This design comes from an exercise in tuning for small area on the open sky130 flow, not from production work. In this exercise RTL edits were held to simulation tests only and were not proved equivalent to the original. Power and IR drop assume default switching activity.

==> branch cedar <==
==> flow/design.v <==
module graphics(
	input             vgaclk,
	input      [63:0] grid_flat,
	input      [6:0]  x,
	input      [6:0]  y,
	output     [3:0]  red,
	output     [3:0]  green,
	output     [3:0]  blue
);
	wire [3:0] v = grid_flat[{y[5:4], x[5:4], 2'b00} +: 4];
	reg       gv;
	reg [2:0] gi;
	always @* begin
		gv = 1'b1;
		gi = 3'd0;
		case ({v, y[3], x[3]})
			6'd4: gi = 3'd0;
			6'd8: gi = 3'd1;
			6'd12: gi = 3'd2;
			6'd16: gi = 3'd3;
			6'd17: gi = 3'd4;
			6'd20: gi = 3'd5;
			6'd21: gi = 3'd0;
			6'd24: gi = 3'd4;
			6'd25: gi = 3'd1;
			6'd28: gi = 3'd3;
			6'd29: gi = 3'd0;
			6'd30: gi = 3'd2;
			6'd32: gi = 3'd0;
			6'd33: gi = 3'd6;
			6'd34: gi = 3'd4;
			6'd36: gi = 3'd6;
			6'd37: gi = 3'd3;
			6'd38: gi = 3'd0;
			6'd40: gi = 3'd3;
			6'd41: gi = 3'd7;
			6'd42: gi = 3'd0;
			6'd43: gi = 3'd1;
			6'd44: gi = 3'd0;
			6'd45: gi = 3'd7;
			6'd46: gi = 3'd1;
			6'd47: gi = 3'd2;
			default: gv = 1'b0;
		endcase
	end
	reg [7:0] grow;
	always @* begin
		case ({gi, y[2:0]})
			6'd1: grow = 8'b00011000;
			6'd2: grow = 8'b00100100;
			6'd3: grow = 8'b00100000;
			6'd4: grow = 8'b00010000;
			6'd5: grow = 8'b00001000;
			6'd6: grow = 8'b00111100;
			6'd9: grow = 8'b00110000;
			6'd10: grow = 8'b00101000;
			6'd11: grow = 8'b00100100;
			6'd12: grow = 8'b01111100;
			6'd13: grow = 8'b00100000;
			6'd14: grow = 8'b00100000;
			6'd17: grow = 8'b00111100;
			6'd18: grow = 8'b00100100;
			6'd19: grow = 8'b00100100;
			6'd20: grow = 8'b00111100;
			6'd21: grow = 8'b00100100;
			6'd22: grow = 8'b00111100;
			6'd25: grow = 8'b00010000;
			6'd26: grow = 8'b00011000;
			6'd27: grow = 8'b00010100;
			6'd28: grow = 8'b00010000;
			6'd29: grow = 8'b00010000;
			6'd30: grow = 8'b00111100;
			6'd33: grow = 8'b00111100;
			6'd34: grow = 8'b00000100;
			6'd35: grow = 8'b00000100;
			6'd36: grow = 8'b00111100;
			6'd37: grow = 8'b00100100;
			6'd38: grow = 8'b00111100;
			6'd41: grow = 8'b00111100;
			6'd42: grow = 8'b00100000;
			6'd43: grow = 8'b00100000;
			6'd44: grow = 8'b00111100;
			6'd45: grow = 8'b00100000;
			6'd46: grow = 8'b00111100;
			6'd49: grow = 8'b00111100;
			6'd50: grow = 8'b00000100;
			6'd51: grow = 8'b00000100;
			6'd52: grow = 8'b00111100;
			6'd53: grow = 8'b00100000;
			6'd54: grow = 8'b00111100;
			6'd57: grow = 8'b00111100;
			6'd58: grow = 8'b00100100;
			6'd59: grow = 8'b00100100;
			6'd60: grow = 8'b00100100;
			6'd61: grow = 8'b00100100;
			6'd62: grow = 8'b00111100;
			default: grow = 8'd0;
		endcase
	end
	wire pix = gv & grow[x[2:0]];
	wire black = x[6] | y[6] | pix;
	reg [3:0] code;
	always @(posedge vgaclk)
		code <= {v[3] | black, v[2] | black, v[1:0]};
	wire red_hi = (code == 4'd0) | (code == 4'd1) | (code == 4'd2) | (code == 4'd3) | (code == 4'd4) | (code == 4'd10) | (code == 4'd11);
	wire red_lo = (code == 4'd0) | (code == 4'd1) | (code == 4'd2) | (code == 4'd3) | (code == 4'd11);
	wire green_hi = (code == 4'd0) | (code == 4'd2) | (code == 4'd3) | (code == 4'd4) | (code == 4'd5) | (code == 4'd6) | (code == 4'd7) | (code == 4'd8);
	wire green_lo = (code == 4'd0) | (code == 4'd3) | (code == 4'd4) | (code == 4'd5) | (code == 4'd6) | (code == 4'd7);
	wire blue_hi = (code == 4'd0) | (code == 4'd6) | (code == 4'd7) | (code == 4'd8) | (code == 4'd9) | (code == 4'd10) | (code == 4'd11);
	wire blue_lo = (code == 4'd0) | (code == 4'd7) | (code == 4'd8) | (code == 4'd9) | (code == 4'd10) | (code == 4'd11);
	assign red = {red_hi, {3{red_lo}}};
	assign green = {green_hi, {3{green_lo}}};
	assign blue = {blue_hi, {3{blue_lo}}};
endmodule
module vga(
	input            vgaclk,
	input            rst,       
	output reg [6:0] hq,
	output reg [2:0] hr,
	output reg [6:0] vq,
	output reg [2:0] vr,
	output           hsync,
	output           vsync
);
	wire hr_wrap   = hr[2] & hr[1];                           
	wire line_end  = hq[6] & hq[5] & hq[4] & hq[1] & (hr == 3'd1);  
	wire vr_wrap   = vr[2] & vr[1];                           
	wire frame_end = vq[6] & vq[3] & vq[1] & vr_wrap;         
	always @(posedge vgaclk) begin
		if (!rst || line_end) begin
			hq <= 7'd0;
			hr <= 3'd0;
		end else if (hr_wrap) begin
			hq <= hq + 7'd1;
			hr <= 3'd0;
		end else begin
			hr <= hr + 3'd1;
		end
		if (!rst || (line_end && frame_end)) begin
			vq <= 7'd0;
			vr <= 3'd0;
		end else if (line_end) begin
			if (vr_wrap) begin
				vq <= vq + 7'd1;
				vr <= 3'd0;
			end else begin
				vr <= vr + 3'd1;
			end
		end
	end
	assign hsync = !((hq > 7'd93 && hq < 7'd107) ||
	                 (hq == 7'd93 && hr >= 3'd5) ||
	                 (hq == 7'd107 && hr <= 3'd2));
	assign vsync = !(vq[6] & ~vq[3] & vq[2] & vq[1] & ~vq[0] & ~vr[2] & ~vr[1]);
endmodule
module display_top (
	input         clk,     
	input         rst_n,   
	input  [63:0] grid,
	output        hsync,
	output        vsync,
	output [3:0]  red,
	output [3:0]  green,
	output [3:0]  blue
);
	wire [6:0] hq, vq;
	wire [2:0] hr, vr;
	vga vga1(clk, rst_n, hq, hr, vq, vr, hsync, vsync);
	graphics graphics1(clk, grid, hq, vq, red, green, blue);
endmodule
==> flow/flow/run.sh <==
#!/bin/bash
# Own layout flow: the standard synthesis, its combinational logic re-mapped
# for area (flip-flops untouched), then the standard ORFS layout with the
# port buffers made of the smallest buffer cell.
set -euo pipefail
WORK=$PWD
FLOWDIR=$WORK/flow
R=$WORK/orfs/results/$FLOW_PLATFORM/display_top/base

bash standard.sh synth > $WORK/std_synth.log 2>&1

cp $R/1_2_yosys.v $WORK/std_netlist.v
LIB=$FLOW_HOME/platforms/sky130hd/lib/sky130_fd_sc_hd__tt_025C_1v80.lib
DU=$(cat $FLOWDIR/dont_use.txt)
LIB_FILE=$LIB STD_NETLIST=$WORK/std_netlist.v OUT_NETLIST=$WORK/resynth_netlist.v \
  ABC_SCRIPT=$FLOWDIR/resynth.abc DONT_USE_ARGS="$DU" RESYNTH_STAT=$WORK/resynth_stat.txt \
  yosys -c $FLOWDIR/resynth.tcl > $WORK/resynth.log 2>&1
cp $WORK/resynth_netlist.v $R/1_2_yosys.v
rm -f $R/1_synth.odb $R/1_synth.sdc

bash standard.sh "BUFFER_PORTS_ARGS=-buffer_cell sky130_fd_sc_hd__buf_1" \
  "CTS_ARGS=-repair_clock_nets -dont_use_dummy_load -buf_list sky130_fd_sc_hd__clkbuf_8 -root_buf sky130_fd_sc_hd__clkbuf_8" \
  finish > $WORK/std_layout.log 2>&1
==> flow/flow/dont_use.txt <==
-dont_use sky130_fd_sc_hd__lpflow_bleeder_1 -dont_use sky130_fd_sc_hd__lpflow_clkbufkapwr_1 -dont_use sky130_fd_sc_hd__lpflow_clkbufkapwr_16 -dont_use sky130_fd_sc_hd__lpflow_clkbufkapwr_2 -dont_use sky130_fd_sc_hd__lpflow_clkbufkapwr_4 -dont_use sky130_fd_sc_hd__lpflow_clkbufkapwr_8 -dont_use sky130_fd_sc_hd__lpflow_clkinvkapwr_1 -dont_use sky130_fd_sc_hd__lpflow_clkinvkapwr_16 -dont_use sky130_fd_sc_hd__lpflow_clkinvkapwr_2 -dont_use sky130_fd_sc_hd__lpflow_clkinvkapwr_4 -dont_use sky130_fd_sc_hd__lpflow_clkinvkapwr_8 -dont_use sky130_fd_sc_hd__lpflow_decapkapwr_12 -dont_use sky130_fd_sc_hd__lpflow_decapkapwr_3 -dont_use sky130_fd_sc_hd__lpflow_decapkapwr_4 -dont_use sky130_fd_sc_hd__lpflow_decapkapwr_6 -dont_use sky130_fd_sc_hd__lpflow_decapkapwr_8 -dont_use sky130_fd_sc_hd__lpflow_inputiso0n_1 -dont_use sky130_fd_sc_hd__lpflow_inputiso0p_1 -dont_use sky130_fd_sc_hd__lpflow_inputiso1n_1 -dont_use sky130_fd_sc_hd__lpflow_inputiso1p_1 -dont_use sky130_fd_sc_hd__lpflow_inputisolatch_1 -dont_use sky130_fd_sc_hd__lpflow_isobufsrc_1 -dont_use sky130_fd_sc_hd__lpflow_isobufsrc_16 -dont_use sky130_fd_sc_hd__lpflow_isobufsrc_2 -dont_use sky130_fd_sc_hd__lpflow_isobufsrc_4 -dont_use sky130_fd_sc_hd__lpflow_isobufsrc_8 -dont_use sky130_fd_sc_hd__lpflow_isobufsrckapwr_16 -dont_use sky130_fd_sc_hd__lpflow_lsbuf_lh_hl_isowell_tap_1 -dont_use sky130_fd_sc_hd__lpflow_lsbuf_lh_hl_isowell_tap_2 -dont_use sky130_fd_sc_hd__lpflow_lsbuf_lh_hl_isowell_tap_4 -dont_use sky130_fd_sc_hd__lpflow_lsbuf_lh_isowell_4 -dont_use sky130_fd_sc_hd__lpflow_lsbuf_lh_isowell_tap_1 -dont_use sky130_fd_sc_hd__lpflow_lsbuf_lh_isowell_tap_2 -dont_use sky130_fd_sc_hd__lpflow_lsbuf_lh_isowell_tap_4 -dont_use sky130_fd_sc_hd__probe_p_8 -dont_use sky130_fd_sc_hd__probec_p_8 
==> flow/flow/resynth.abc <==
strash
&get -n
&deepsyn -T 90
&put
&get -n
&dch -f
&nf -R 1000
&put
==> flow/flow/resynth.tcl <==
# Re-maps the combinational logic of the standard synthesis netlist for area.
# The flip-flops stay as they are (same instances, names and cells).
set lib $::env(LIB_FILE)
yosys read_liberty -ignore_miss_func $lib
yosys read_verilog $::env(STD_NETLIST)
yosys hierarchy -top $::env(FLOW_TOP)
foreach ff {dfxtp_1 dfxtp_2 dfxtp_4} {
  yosys setattr -mod -set keep_hierarchy 1 sky130_fd_sc_hd__$ff
}
yosys flatten
yosys opt_clean -purge
yosys select $::env(FLOW_TOP)
yosys abc -liberty $lib {*}$::env(DONT_USE_ARGS) -script $::env(ABC_SCRIPT)
yosys opt_clean -purge
yosys hilomap -singleton -hicell sky130_fd_sc_hd__conb_1 HI -locell sky130_fd_sc_hd__conb_1 LO
yosys insbuf -buf sky130_fd_sc_hd__buf_1 A X
yosys select -clear
yosys tee -o $::env(RESYNTH_STAT) stat -liberty $lib $::env(FLOW_TOP)
yosys select $::env(FLOW_TOP)
yosys write_verilog -noattr -selected $::env(OUT_NETLIST)
==> flow/standard.sh <==
#!/bin/bash
# synth_recipe.tcl (not shown) runs the flow's synth.tcl, then flattens the netlist and writes it again
# the make line also repeats each setting of config.mk as NAME=value (left out here)
make -C /OpenROAD-flow-scripts/flow DESIGN_CONFIG=/design/flow/config.mk WORK_HOME=/design/flow/orfs CLKGATE_MAP_FILE= SYNTH_SCRIPT=/design/flow/synth_recipe.tcl "${@:-finish}"
==> flow/config.mk <==
export PLATFORM = sky130hd
export DESIGN_NAME = display_top
export DESIGN_NICKNAME = display_top
export VERILOG_FILES = /design/flow/design.v
export SDC_FILE = /design/flow/constraint.sdc
export NUM_CORES = 4
export LEC_CHECK = 0
export CAP_MARGIN = 20
export CORE_MARGIN = 2
export CORE_UTILIZATION = 40
export SLEW_MARGIN = 20
==> flow/constraint.sdc <==
create_clock -name core_clock -period 39.7 [get_ports {clk}]
set_input_delay 7.9400 -clock core_clock [delete_from_list [all_inputs] [get_ports {clk}]]
set_output_delay 7.9400 -clock core_clock [all_outputs]
set_load 0.01 [all_outputs]
==> branch delta (differences from branch cedar) <==
--- a/flow/design.v
+++ b/flow/design.v
@@ -12,7 +12,7 @@
 	reg [2:0] gi;
 	always @* begin
 		gv = 1'b1;
-		gi = 3'd0;
+		gi = 3'bxxx;
 		case ({v, y[3], x[3]})
 			6'd4: gi = 3'd0;
 			6'd8: gi = 3'd1;
@@ -43,61 +43,128 @@
 			default: gv = 1'b0;
 		endcase
 	end
-	reg [7:0] grow;
+	reg gb;
 	always @* begin
-		case ({gi, y[2:0]})
-			6'd1: grow = 8'b00011000;
-			6'd2: grow = 8'b00100100;
-			6'd3: grow = 8'b00100000;
-			6'd4: grow = 8'b00010000;
-			6'd5: grow = 8'b00001000;
-			6'd6: grow = 8'b00111100;
-			6'd9: grow = 8'b00110000;
-			6'd10: grow = 8'b00101000;
-			6'd11: grow = 8'b00100100;
-			6'd12: grow = 8'b01111100;
-			6'd13: grow = 8'b00100000;
-			6'd14: grow = 8'b00100000;
-			6'd17: grow = 8'b00111100;
-			6'd18: grow = 8'b00100100;
-			6'd19: grow = 8'b00100100;
-			6'd20: grow = 8'b00111100;
-			6'd21: grow = 8'b00100100;
-			6'd22: grow = 8'b00111100;
-			6'd25: grow = 8'b00010000;
-			6'd26: grow = 8'b00011000;
-			6'd27: grow = 8'b00010100;
-			6'd28: grow = 8'b00010000;
-			6'd29: grow = 8'b00010000;
-			6'd30: grow = 8'b00111100;
-			6'd33: grow = 8'b00111100;
-			6'd34: grow = 8'b00000100;
-			6'd35: grow = 8'b00000100;
-			6'd36: grow = 8'b00111100;
-			6'd37: grow = 8'b00100100;
-			6'd38: grow = 8'b00111100;
-			6'd41: grow = 8'b00111100;
-			6'd42: grow = 8'b00100000;
-			6'd43: grow = 8'b00100000;
-			6'd44: grow = 8'b00111100;
-			6'd45: grow = 8'b00100000;
-			6'd46: grow = 8'b00111100;
-			6'd49: grow = 8'b00111100;
-			6'd50: grow = 8'b00000100;
-			6'd51: grow = 8'b00000100;
-			6'd52: grow = 8'b00111100;
-			6'd53: grow = 8'b00100000;
-			6'd54: grow = 8'b00111100;
-			6'd57: grow = 8'b00111100;
-			6'd58: grow = 8'b00100100;
-			6'd59: grow = 8'b00100100;
-			6'd60: grow = 8'b00100100;
-			6'd61: grow = 8'b00100100;
-			6'd62: grow = 8'b00111100;
-			default: grow = 8'd0;
+		case ({gi, y[2:0], x[2:0]})
+			9'd11: gb = 1'b1;
+			9'd12: gb = 1'b1;
+			9'd18: gb = 1'b1;
+			9'd21: gb = 1'b1;
+			9'd29: gb = 1'b1;
+			9'd36: gb = 1'b1;
+			9'd43: gb = 1'b1;
+			9'd50: gb = 1'b1;
+			9'd51: gb = 1'b1;
+			9'd52: gb = 1'b1;
+			9'd53: gb = 1'b1;
+			9'd76: gb = 1'b1;
+			9'd77: gb = 1'b1;
+			9'd83: gb = 1'b1;
+			9'd85: gb = 1'b1;
+			9'd90: gb = 1'b1;
+			9'd93: gb = 1'b1;
+			9'd98: gb = 1'b1;
+			9'd99: gb = 1'b1;
+			9'd100: gb = 1'b1;
+			9'd101: gb = 1'b1;
+			9'd102: gb = 1'b1;
+			9'd109: gb = 1'b1;
+			9'd117: gb = 1'b1;
+			9'd138: gb = 1'b1;
+			9'd139: gb = 1'b1;
+			9'd140: gb = 1'b1;
+			9'd141: gb = 1'b1;
+			9'd146: gb = 1'b1;
+			9'd149: gb = 1'b1;
+			9'd154: gb = 1'b1;
+			9'd157: gb = 1'b1;
+			9'd162: gb = 1'b1;
+			9'd163: gb = 1'b1;
+			9'd164: gb = 1'b1;
+			9'd165: gb = 1'b1;
+			9'd170: gb = 1'b1;
+			9'd173: gb = 1'b1;
+			9'd178: gb = 1'b1;
+			9'd179: gb = 1'b1;
+			9'd180: gb = 1'b1;
+			9'd181: gb = 1'b1;
+			9'd204: gb = 1'b1;
+			9'd211: gb = 1'b1;
+			9'd212: gb = 1'b1;
+			9'd218: gb = 1'b1;
+			9'd220: gb = 1'b1;
+			9'd228: gb = 1'b1;
+			9'd236: gb = 1'b1;
+			9'd242: gb = 1'b1;
+			9'd243: gb = 1'b1;
+			9'd244: gb = 1'b1;
+			9'd245: gb = 1'b1;
+			9'd266: gb = 1'b1;
+			9'd267: gb = 1'b1;
+			9'd268: gb = 1'b1;
+			9'd269: gb = 1'b1;
+			9'd274: gb = 1'b1;
+			9'd282: gb = 1'b1;
+			9'd290: gb = 1'b1;
+			9'd291: gb = 1'b1;
+			9'd292: gb = 1'b1;
+			9'd293: gb = 1'b1;
+			9'd298: gb = 1'b1;
+			9'd301: gb = 1'b1;
+			9'd306: gb = 1'b1;
+			9'd307: gb = 1'b1;
+			9'd308: gb = 1'b1;
+			9'd309: gb = 1'b1;
+			9'd330: gb = 1'b1;
+			9'd331: gb = 1'b1;
+			9'd332: gb = 1'b1;
+			9'd333: gb = 1'b1;
+			9'd341: gb = 1'b1;
+			9'd349: gb = 1'b1;
+			9'd354: gb = 1'b1;
+			9'd355: gb = 1'b1;
+			9'd356: gb = 1'b1;
+			9'd357: gb = 1'b1;
+			9'd365: gb = 1'b1;
+			9'd370: gb = 1'b1;
+			9'd371: gb = 1'b1;
+			9'd372: gb = 1'b1;
+			9'd373: gb = 1'b1;
+			9'd394: gb = 1'b1;
+			9'd395: gb = 1'b1;
+			9'd396: gb = 1'b1;
+			9'd397: gb = 1'b1;
+			9'd402: gb = 1'b1;
+			9'd410: gb = 1'b1;
+			9'd418: gb = 1'b1;
+			9'd419: gb = 1'b1;
+			9'd420: gb = 1'b1;
+			9'd421: gb = 1'b1;
+			9'd429: gb = 1'b1;
+			9'd434: gb = 1'b1;
+			9'd435: gb = 1'b1;
+			9'd436: gb = 1'b1;
+			9'd437: gb = 1'b1;
+			9'd458: gb = 1'b1;
+			9'd459: gb = 1'b1;
+			9'd460: gb = 1'b1;
+			9'd461: gb = 1'b1;
+			9'd466: gb = 1'b1;
+			9'd469: gb = 1'b1;
+			9'd474: gb = 1'b1;
+			9'd477: gb = 1'b1;
+			9'd482: gb = 1'b1;
+			9'd485: gb = 1'b1;
+			9'd490: gb = 1'b1;
+			9'd493: gb = 1'b1;
+			9'd498: gb = 1'b1;
+			9'd499: gb = 1'b1;
+			9'd500: gb = 1'b1;
+			9'd501: gb = 1'b1;
+			default: gb = 1'b0;
 		endcase
 	end
-	wire pix = gv & grow[x[2:0]];
+	wire pix = gv & gb;
 	wire black = x[6] | y[6] | pix;
 	reg [3:0] code;
 	always @(posedge vgaclk)
@@ -122,10 +189,10 @@
 	output           hsync,
 	output           vsync
 );
-	wire hr_wrap   = hr[2] & hr[1];                           
-	wire line_end  = hq[6] & hq[5] & hq[4] & hq[1] & (hr == 3'd1);  
-	wire vr_wrap   = vr[2] & vr[1];                           
-	wire frame_end = vq[6] & vq[3] & vq[1] & vr_wrap;         
+	wire hr_wrap  = (hr == 3'd6);
+	wire line_end = (hq == 7'd114) && (hr == 3'd1);
+	wire vr_wrap  = (vr == 3'd6);
+	wire frame_end = (vq == 7'd74) && vr_wrap;
 	always @(posedge vgaclk) begin
 		if (!rst || line_end) begin
 			hq <= 7'd0;
@@ -151,7 +218,7 @@
 	assign hsync = !((hq > 7'd93 && hq < 7'd107) ||
 	                 (hq == 7'd93 && hr >= 3'd5) ||
 	                 (hq == 7'd107 && hr <= 3'd2));
-	assign vsync = !(vq[6] & ~vq[3] & vq[2] & vq[1] & ~vq[0] & ~vr[2] & ~vr[1]);
+	assign vsync = !(vq == 7'd70 && vr <= 3'd1);
 endmodule
 module display_top (
 	input         clk,     
--- a/flow/flow/run.sh
+++ b/flow/flow/run.sh
@@ -18,6 +18,4 @@
 cp $WORK/resynth_netlist.v $R/1_2_yosys.v
 rm -f $R/1_synth.odb $R/1_synth.sdc
 
-bash standard.sh "BUFFER_PORTS_ARGS=-buffer_cell sky130_fd_sc_hd__buf_1" \
-  "CTS_ARGS=-repair_clock_nets -dont_use_dummy_load -buf_list sky130_fd_sc_hd__clkbuf_8 -root_buf sky130_fd_sc_hd__clkbuf_8" \
-  finish > $WORK/std_layout.log 2>&1
+bash standard.sh "BUFFER_PORTS_ARGS=-buffer_cell sky130_fd_sc_hd__buf_1" finish > $WORK/std_layout.log 2>&1
==> branch fjord (differences from branch cedar) <==
--- a/flow/flow/run.sh
+++ b/flow/flow/run.sh
@@ -12,9 +12,18 @@
 cp $R/1_2_yosys.v $WORK/std_netlist.v
 LIB=$FLOW_HOME/platforms/sky130hd/lib/sky130_fd_sc_hd__tt_025C_1v80.lib
 DU=$(cat $FLOWDIR/dont_use.txt)
-LIB_FILE=$LIB STD_NETLIST=$WORK/std_netlist.v OUT_NETLIST=$WORK/resynth_netlist.v \
-  ABC_SCRIPT=$FLOWDIR/resynth.abc DONT_USE_ARGS="$DU" RESYNTH_STAT=$WORK/resynth_stat.txt \
-  yosys -c $FLOWDIR/resynth.tcl > $WORK/resynth.log 2>&1
+# deepsyn is randomised: run it with a few seeds and keep the smallest netlist
+for S in 1 2 3 4; do
+  sed "s/@SEED@/$S/" $FLOWDIR/resynth.abc > $WORK/resynth_$S.abc
+  LIB_FILE=$LIB STD_NETLIST=$WORK/std_netlist.v OUT_NETLIST=$WORK/resynth_netlist_$S.v \
+    ABC_SCRIPT=$WORK/resynth_$S.abc DONT_USE_ARGS="$DU" RESYNTH_STAT=$WORK/resynth_stat_$S.txt \
+    yosys -c $FLOWDIR/resynth.tcl > $WORK/resynth_$S.log 2>&1 &
+done
+wait
+BEST=$(for S in 1 2 3 4; do A=$(awk '/Chip area/{print $NF}' $WORK/resynth_stat_$S.txt 2>/dev/null || true); [ -n "$A" ] && [ -s $WORK/resynth_netlist_$S.v ] && echo "$A $S"; done | sort -g | head -1 | cut -d" " -f2 || true)
+if [ -z "$BEST" ]; then echo "resynthesis failed" >&2; exit 1; fi
+echo "best seed $BEST" > $WORK/resynth_choice.txt
+cp $WORK/resynth_netlist_$BEST.v $WORK/resynth_netlist.v
 cp $WORK/resynth_netlist.v $R/1_2_yosys.v
 rm -f $R/1_synth.odb $R/1_synth.sdc
 
==> flow/flow/resynth.abc (replaced) <==
strash
&get -n
&deepsyn -T 150 -S @SEED@
&put
&get -n
&dch -f
&nf -R 1000
&put
==> notes <==
- Branch cedar completed with no timing, DRC or antenna violations. Branch fjord finished with timing, DRC and antenna clean. Branch delta completed with no timing, DRC or antenna violations.
- In branch delta the cell count is larger than in branch cedar, by about 2.7%.
- Clock power: branch fjord < branch cedar < branch delta.
- Of branch fjord and branch delta, branch delta has the higher core utilization (gap 1.0 points).
- Total power, highest first: branch delta, branch fjord, branch cedar.
- In non-clock buffer count, branch cedar and branch delta do not differ.
- Sequential share of layout area: branch delta < branch fjord < branch cedar.
- Against branch delta, the combinational power of branch fjord is larger by 2.3%.
- In sequential power, branch cedar and branch delta hardly differ.
==> figures <==
Result of the run: branch delta timing/DRC/antenna clean; branch fjord timing/DRC/antenna clean; branch cedar timing/DRC/antenna clean
Initial core utilization: branch delta 42.22%; branch fjord 41.80%; branch cedar 41.73%
Skew final: branch delta 0.004154 ns; branch fjord 0.006194 ns; branch cedar 0.009641 ns
Total of fill cells in the finished design: branch delta 419; branch fjord 419; branch cedar 412
Die Outline Area: branch delta 0.004855 mm^2; branch fjord 0.004745 mm^2; branch cedar 0.004705 mm^2
Clk cell area share: branch delta 3.343%; branch fjord 2.002%; branch cedar 2.017%
Average cell area after synthesis: branch delta 6.957 um^2; branch fjord 6.846 um^2; branch cedar 6.984 um^2
GRT Util Overall: branch delta 20.76%; branch fjord 21.29%; branch cedar 19.36%
Width of the die: branch delta 69.68 um; branch fjord 68.89 um; branch cedar 68.60 um
RePlAce Congestion: branch delta 0.8686; branch fjord 0.8164; branch cedar 0.9205
Fmax: branch delta 96.28 MHz; branch fjord 88.24 MHz; branch cedar 89.20 MHz
R2R depth: branch delta 15; branch fjord 17; branch cedar 19
Die Ht: branch delta 69.68 um; branch fjord 68.89 um; branch cedar 68.60 um
Area occupied by multi-input gates: branch delta 0.001207 mm^2; branch fjord 0.001159 mm^2; branch cedar 0.001151 mm^2
Later-pin clock latency in the skew report: branch delta 0.27 ns; branch fjord 0.26 ns; branch cedar 0.26 ns
Shortest clock period the worst path allows after layout: branch delta 10.39 ns; branch fjord 11.33 ns; branch cedar 11.21 ns
Combinational logic power: branch delta 8.74 uW; branch fjord 8.94 uW; branch cedar 8.62 uW
Cell count after synthesis: branch delta 248; branch fjord 246; branch cedar 239

what the ideal ports hide:
The flow's constraints put no driver on any port. The routed layouts listed below were extracted and timed again, unchanged, in two steps. Step 1 sets driving cells, clkbuf_16 on the clock port and buf_2 on the other inputs (assumed; they add their load-dependent delay and slew). Step 2 adds t to the input delays and takes it off the output delays; t is the mean of the earliest and latest rising clock arrival at the registers after step 1. Input paths then give back, and output paths get back, about the clock's delay inside the block. Three values: ideal, step 1, step 2; two values: the first two.
run | t, ns | setup slack, ns | worst register clock-pin slew, ns
branch cedar | 0.280 | 28.489 / 28.486 / 28.206 | 0.08 / 0.08
branch delta | 0.298 | 29.314 / 29.318 / 29.020 | 0.09 / 0.09
branch fjord | 0.278 | 28.367 / 28.367 / 28.090 | 0.08 / 0.08
After both steps every run listed still meets setup and hold. For branch delta, which loses most, drivers alone change the setup slack by +0.004 ns; drivers and shift together by -0.294 ns.
